Source: an optimization exercise on an open RTL-to-GDS flow (aim: small area). Production flows keep margins and buffers that such runs may drop. Function was checked by simulation only, so behaviour that the tests miss may differ from the original. The flow treats the clock pin as an ideal source, which a real chip does not have.

## PE_Matrix
module PE_Matrix(
    input clk,
    input rst,                 
    input [47:0] enable,       
    input [11:0] read_weight,  
    input [11:0] read_data,    
    input [11:0] forwarding_enable,  
    input [31:0] data_bus,     
    input [31:0] weight_bus,   
    input [127:0] partial_sum,  
    output [127:0] accumulated_output  
);
    genvar i;
    generate
        for (i = 0; i < 4; i = i + 1) begin : pe_array_block
            PE_Array pe_array(
                .clk(clk),
                .rst(rst),
                .enable(enable[i*12 +: 12]),
                .read_weight(read_weight),
                .read_data(read_data),
                .forwarding_enable(forwarding_enable),
                .data_bus(data_bus[7:0]),
                .weight_bus(weight_bus[i*8 +: 8]),
                .partial_sum(partial_sum[i*32 +: 32]),
                .accumulated_output(accumulated_output[i*32 +: 32])
            );
        end
    endgenerate
endmodule
export LEC_CHECK = 0
export CAP_MARGIN = 20
export CORE_MARGIN = 2
export CORE_UTILIZATION = 40
export CTS_BUF_LIST = sky130_fd_sc_hd__clkbuf_16
export CTS_CLUSTER_DIAMETER = 100
export CTS_CLUSTER_SIZE = 24
export PLACE_DENSITY = 0.6
export SLEW_MARGIN = 20
export SYNTH_HIERARCHICAL = 1
create_clock -name core_clock -period 5.0 [get_ports {clk}]
standard.sh (not shown) runs the stock make flow with config.mk's settings and CLKGATE_MAP_FILE= SYNTH_SCRIPT=/design/flow/synth_recipe.tcl, a recipe that flattens the netlist after the stock synthesis.
==> flow/flow/run.sh <==
#!/bin/bash
set -euo pipefail
bash standard.sh synth > synth.log 2>&1
sdc=orfs/results/$FLOW_PLATFORM/PE_Matrix/base/1_synth.sdc
test -f "$sdc"
# placement-time hint of the later clock; flow/skew.tcl removes it after CTS
echo 'set_clock_latency 1.0 [get_pins *accum_tree.sum_a*/CLK]' >> "$sdc"
SKIP_CTS_REPAIR_TIMING=1 POST_CTS_TCL="$PWD/flow/skew.tcl" bash standard.sh finish > layout.log 2>&1
==> flow/flow/skew.tcl <==
set dly_cell sky130_fd_sc_hd__clkdlybuf4s50_1
set n_dly 1
set pins_all [get_pins *accum_tree.sum_a*/CLK]
unset_clock_latency $pins_all

proc driver_of { pin } {
  set net [get_nets -of_objects $pin]
  return [get_cells -of_objects [get_pins -of_objects $net -filter "direction == output"]]
}

set groups [dict create]
foreach pin $pins_all {
  dict lappend groups [get_full_name [get_nets -of_objects $pin]] $pin
}
set arrays [dict create]
set i 0
dict for {net pins} $groups {
  set n [llength $pins]
  set cell [expr {$n <= 6 ? "sky130_fd_sc_hd__clkbuf_4" : ($n <= 12 ? "sky130_fd_sc_hd__clkbuf_8" : "sky130_fd_sc_hd__clkbuf_16")}]
  insert_buffer -buffer_cell $cell -net [get_nets $net] -load_pins $pins \
    -buffer_name skewbuf_$i -net_name skewnet_$i
  set b [driver_of [lindex $pins 0]]
  regexp {pe_array_block\[(\d+)\]} [get_full_name [lindex $pins 0]] -> a
  dict lappend arrays $a [sta::find_pin "[get_full_name $b]/A"]
  incr i
}
dict for {a bpins} $arrays {
  if { [llength $bpins] > 1 } {
    insert_buffer -buffer_cell sky130_fd_sc_hd__clkbuf_8 -load_pins $bpins -load_pins_on_diff_nets \
      -buffer_name skewroot_$a -net_name skewrootnet_$a
    set load [sta::find_pin "[get_full_name [driver_of [lindex $bpins 0]]]/A"]
  } else {
    set load [lindex $bpins 0]
  }
  for {set k 0} {$k < $n_dly} {incr k} {
    insert_buffer -buffer_cell $dly_cell -load_pins [list $load] \
      -buffer_name skewdly_${a}_$k -net_name skewdlynet_${a}_$k
    set load [sta::find_pin "[get_full_name [driver_of $load]]/A"]
  }
}
puts "skew: [llength $pins_all] sum_a clock pins in [dict size $groups] groups, [dict size $arrays] branches"
detailed_placement
estimate_parasitics -placement
report_clock_skew

# what the standard CTS step does after clock tree synthesis
repair_timing_helper
detailed_placement
check_placement -verbose
Change:
==> flow/flow/run.sh (replaced) <==
#!/bin/bash
set -euo pipefail
bash standard.sh synth > synth.log 2>&1
sdc=orfs/results/$FLOW_PLATFORM/PE_Matrix/base/1_synth.sdc
test -f "$sdc"
# placement-time hint of the later clock; flow/skew.tcl removes it after CTS
echo 'set_clock_latency 1.5 [get_pins *accum_tree.sum_a*/CLK]' >> "$sdc"
# clock tree synthesis as the standard flow runs it, without dummy loads
cts_args="-sink_clustering_enable -repair_clock_nets -sink_clustering_size 24"
cts_args="$cts_args -sink_clustering_max_diameter 100 -buf_list sky130_fd_sc_hd__clkbuf_16 -dont_use_dummy_load"
# ports buffered with the smallest buffer
CTS_ARGS="$cts_args" SKIP_CTS_REPAIR_TIMING=1 POST_CTS_TCL="$PWD/flow/skew.tcl" \
  BUFFER_PORTS_ARGS="-buffer_cell sky130_fd_sc_hd__buf_1" bash standard.sh finish > layout.log 2>&1
--- a/flow/flow/skew.tcl
+++ b/flow/flow/skew.tcl
@@ -1,3 +1,3 @@
 set dly_cell sky130_fd_sc_hd__clkdlybuf4s50_1
-set n_dly 1
+set n_dly 2
 set pins_all [get_pins *accum_tree.sum_a*/CLK]
@@ -40,2 +40,21 @@
 }
+# The later clock leaves less time between a clock edge and the release of the
+# reset at the sum_a registers' asynchronous set pins (removal check): give
+# each array's sum_a set pins a delay cell and a buffer of their own, which
+# delay the reset to them a little (its recovery check has ample slack).
+foreach a {0 1 2 3} {
+  set rpins {}
+  foreach pin $pins_all {
+    if { [string match "pe_array_block?$a?.*" [get_full_name $pin]] } {
+      lappend rpins [sta::find_pin "[get_full_name [get_cells -of_objects $pin]]/SET_B"]
+    }
+  }
+  if { [llength $rpins] > 0 } {
+    insert_buffer -buffer_cell sky130_fd_sc_hd__buf_8 -load_pins $rpins -load_pins_on_diff_nets \
+      -buffer_name skewrst_$a -net_name skewrstnet_$a
+    set load [sta::find_pin "[get_full_name [driver_of [lindex $rpins 0]]]/A"]
+    insert_buffer -buffer_cell $dly_cell -load_pins [list $load] \
+      -buffer_name skewrstdly_$a -net_name skewrstdlynet_$a
+  }
+}
 puts "skew: [llength $pins_all] sum_a clock pins in [dict size $groups] groups, [dict size $arrays] branches"
Outcome: Wire length goes up by 2.5%; flip-flop and latch count does not change; cell count came out lower by 1.7%; clock skew came out higher by 440 ps; final area went down by 2.5%; worst hold slack loses 17 ps.
Change:
==> flow/flow/run.sh (replaced) <==
#!/bin/bash
set -euo pipefail
bash standard.sh synth > synth.log 2>&1
sdc=orfs/results/$FLOW_PLATFORM/PE_Matrix/base/1_synth.sdc
test -f "$sdc"
# placement-time hint of the later clock; flow/skew.tcl removes it after CTS
echo 'set_clock_latency 1.0 [get_pins *accum_tree.sum_a*/CLK]' >> "$sdc"
SKIP_CTS_REPAIR_TIMING=1 POST_CTS_TCL="$PWD/flow/skew.tcl" bash standard.sh finish > layout.log 2>&1
--- a/flow/flow/skew.tcl
+++ b/flow/flow/skew.tcl
@@ -1,3 +1,3 @@
 set dly_cell sky130_fd_sc_hd__clkdlybuf4s50_1
-set n_dly 2
+set n_dly 1
 set pins_all [get_pins *accum_tree.sum_a*/CLK]
@@ -40,21 +40,2 @@
 }
-# The later clock leaves less time between a clock edge and the release of the
-# reset at the sum_a registers' asynchronous set pins (removal check): give
-# each array's sum_a set pins a delay cell and a buffer of their own, which
-# delay the reset to them a little (its recovery check has ample slack).
-foreach a {0 1 2 3} {
-  set rpins {}
-  foreach pin $pins_all {
-    if { [string match "pe_array_block?$a?.*" [get_full_name $pin]] } {
-      lappend rpins [sta::find_pin "[get_full_name [get_cells -of_objects $pin]]/SET_B"]
-    }
-  }
-  if { [llength $rpins] > 0 } {
-    insert_buffer -buffer_cell sky130_fd_sc_hd__buf_8 -load_pins $rpins -load_pins_on_diff_nets \
-      -buffer_name skewrst_$a -net_name skewrstnet_$a
-    set load [sta::find_pin "[get_full_name [driver_of [lindex $rpins 0]]]/A"]
-    insert_buffer -buffer_cell $dly_cell -load_pins [list $load] \
-      -buffer_name skewrstdly_$a -net_name skewrstdlynet_$a
-  }
-}
 puts "skew: [llength $pins_all] sum_a clock pins in [dict size $groups] groups, [dict size $arrays] branches"
GPL_TIMING_DRIVEN = 0   (was default)
After rerunning: The new run produced a layout that fails on setup timing. Wire length came out lower by 4.1%. Setup slack got worse by 290 ps.

-- what the ideal ports hide --
In the flow no input, the clock included, has a driving cell. The finished layouts below were timed again as built, in two steps.
Step 1 sets driving cells, clkbuf_16 on the clock port and buf_2 on the other inputs (assumed; they add their load-dependent delay and slew).
Step 2, shift: input delay + t, output delay - t, t = (earliest + latest rising clock arrival at the registers) / 2. This alone moves slack from input paths to output paths.
Three values: ideal ports, drivers, drivers and shift; two values: the first two.
run	shift t [ns]	setup WS [ns]	worst setup path after step 2	latest minus earliest clock arrival (ns)	worst register clock-pin slew, ns	pins driven straight from the clock port
the first run	1.478	0.081 / 0.081 / 0.075	input to register	1.025 / 1.025	0.10 / 0.10	1
the second run	1.672	0.174 / 0.174 / -0.010	input to register	1.479 / 1.479	0.10 / 0.10	1
the third run	1.486	-0.114 / -0.114 / -0.239	input to register	1.094 / 1.093	0.10 / 0.10	1
In every run listed the clock reaches the registers at very different times; t lies between them, and the last value is a rough guide only. For the second run, which loses most, drivers alone change the setup slack by 0.000 ns; drivers and shift together by -0.184 ns.
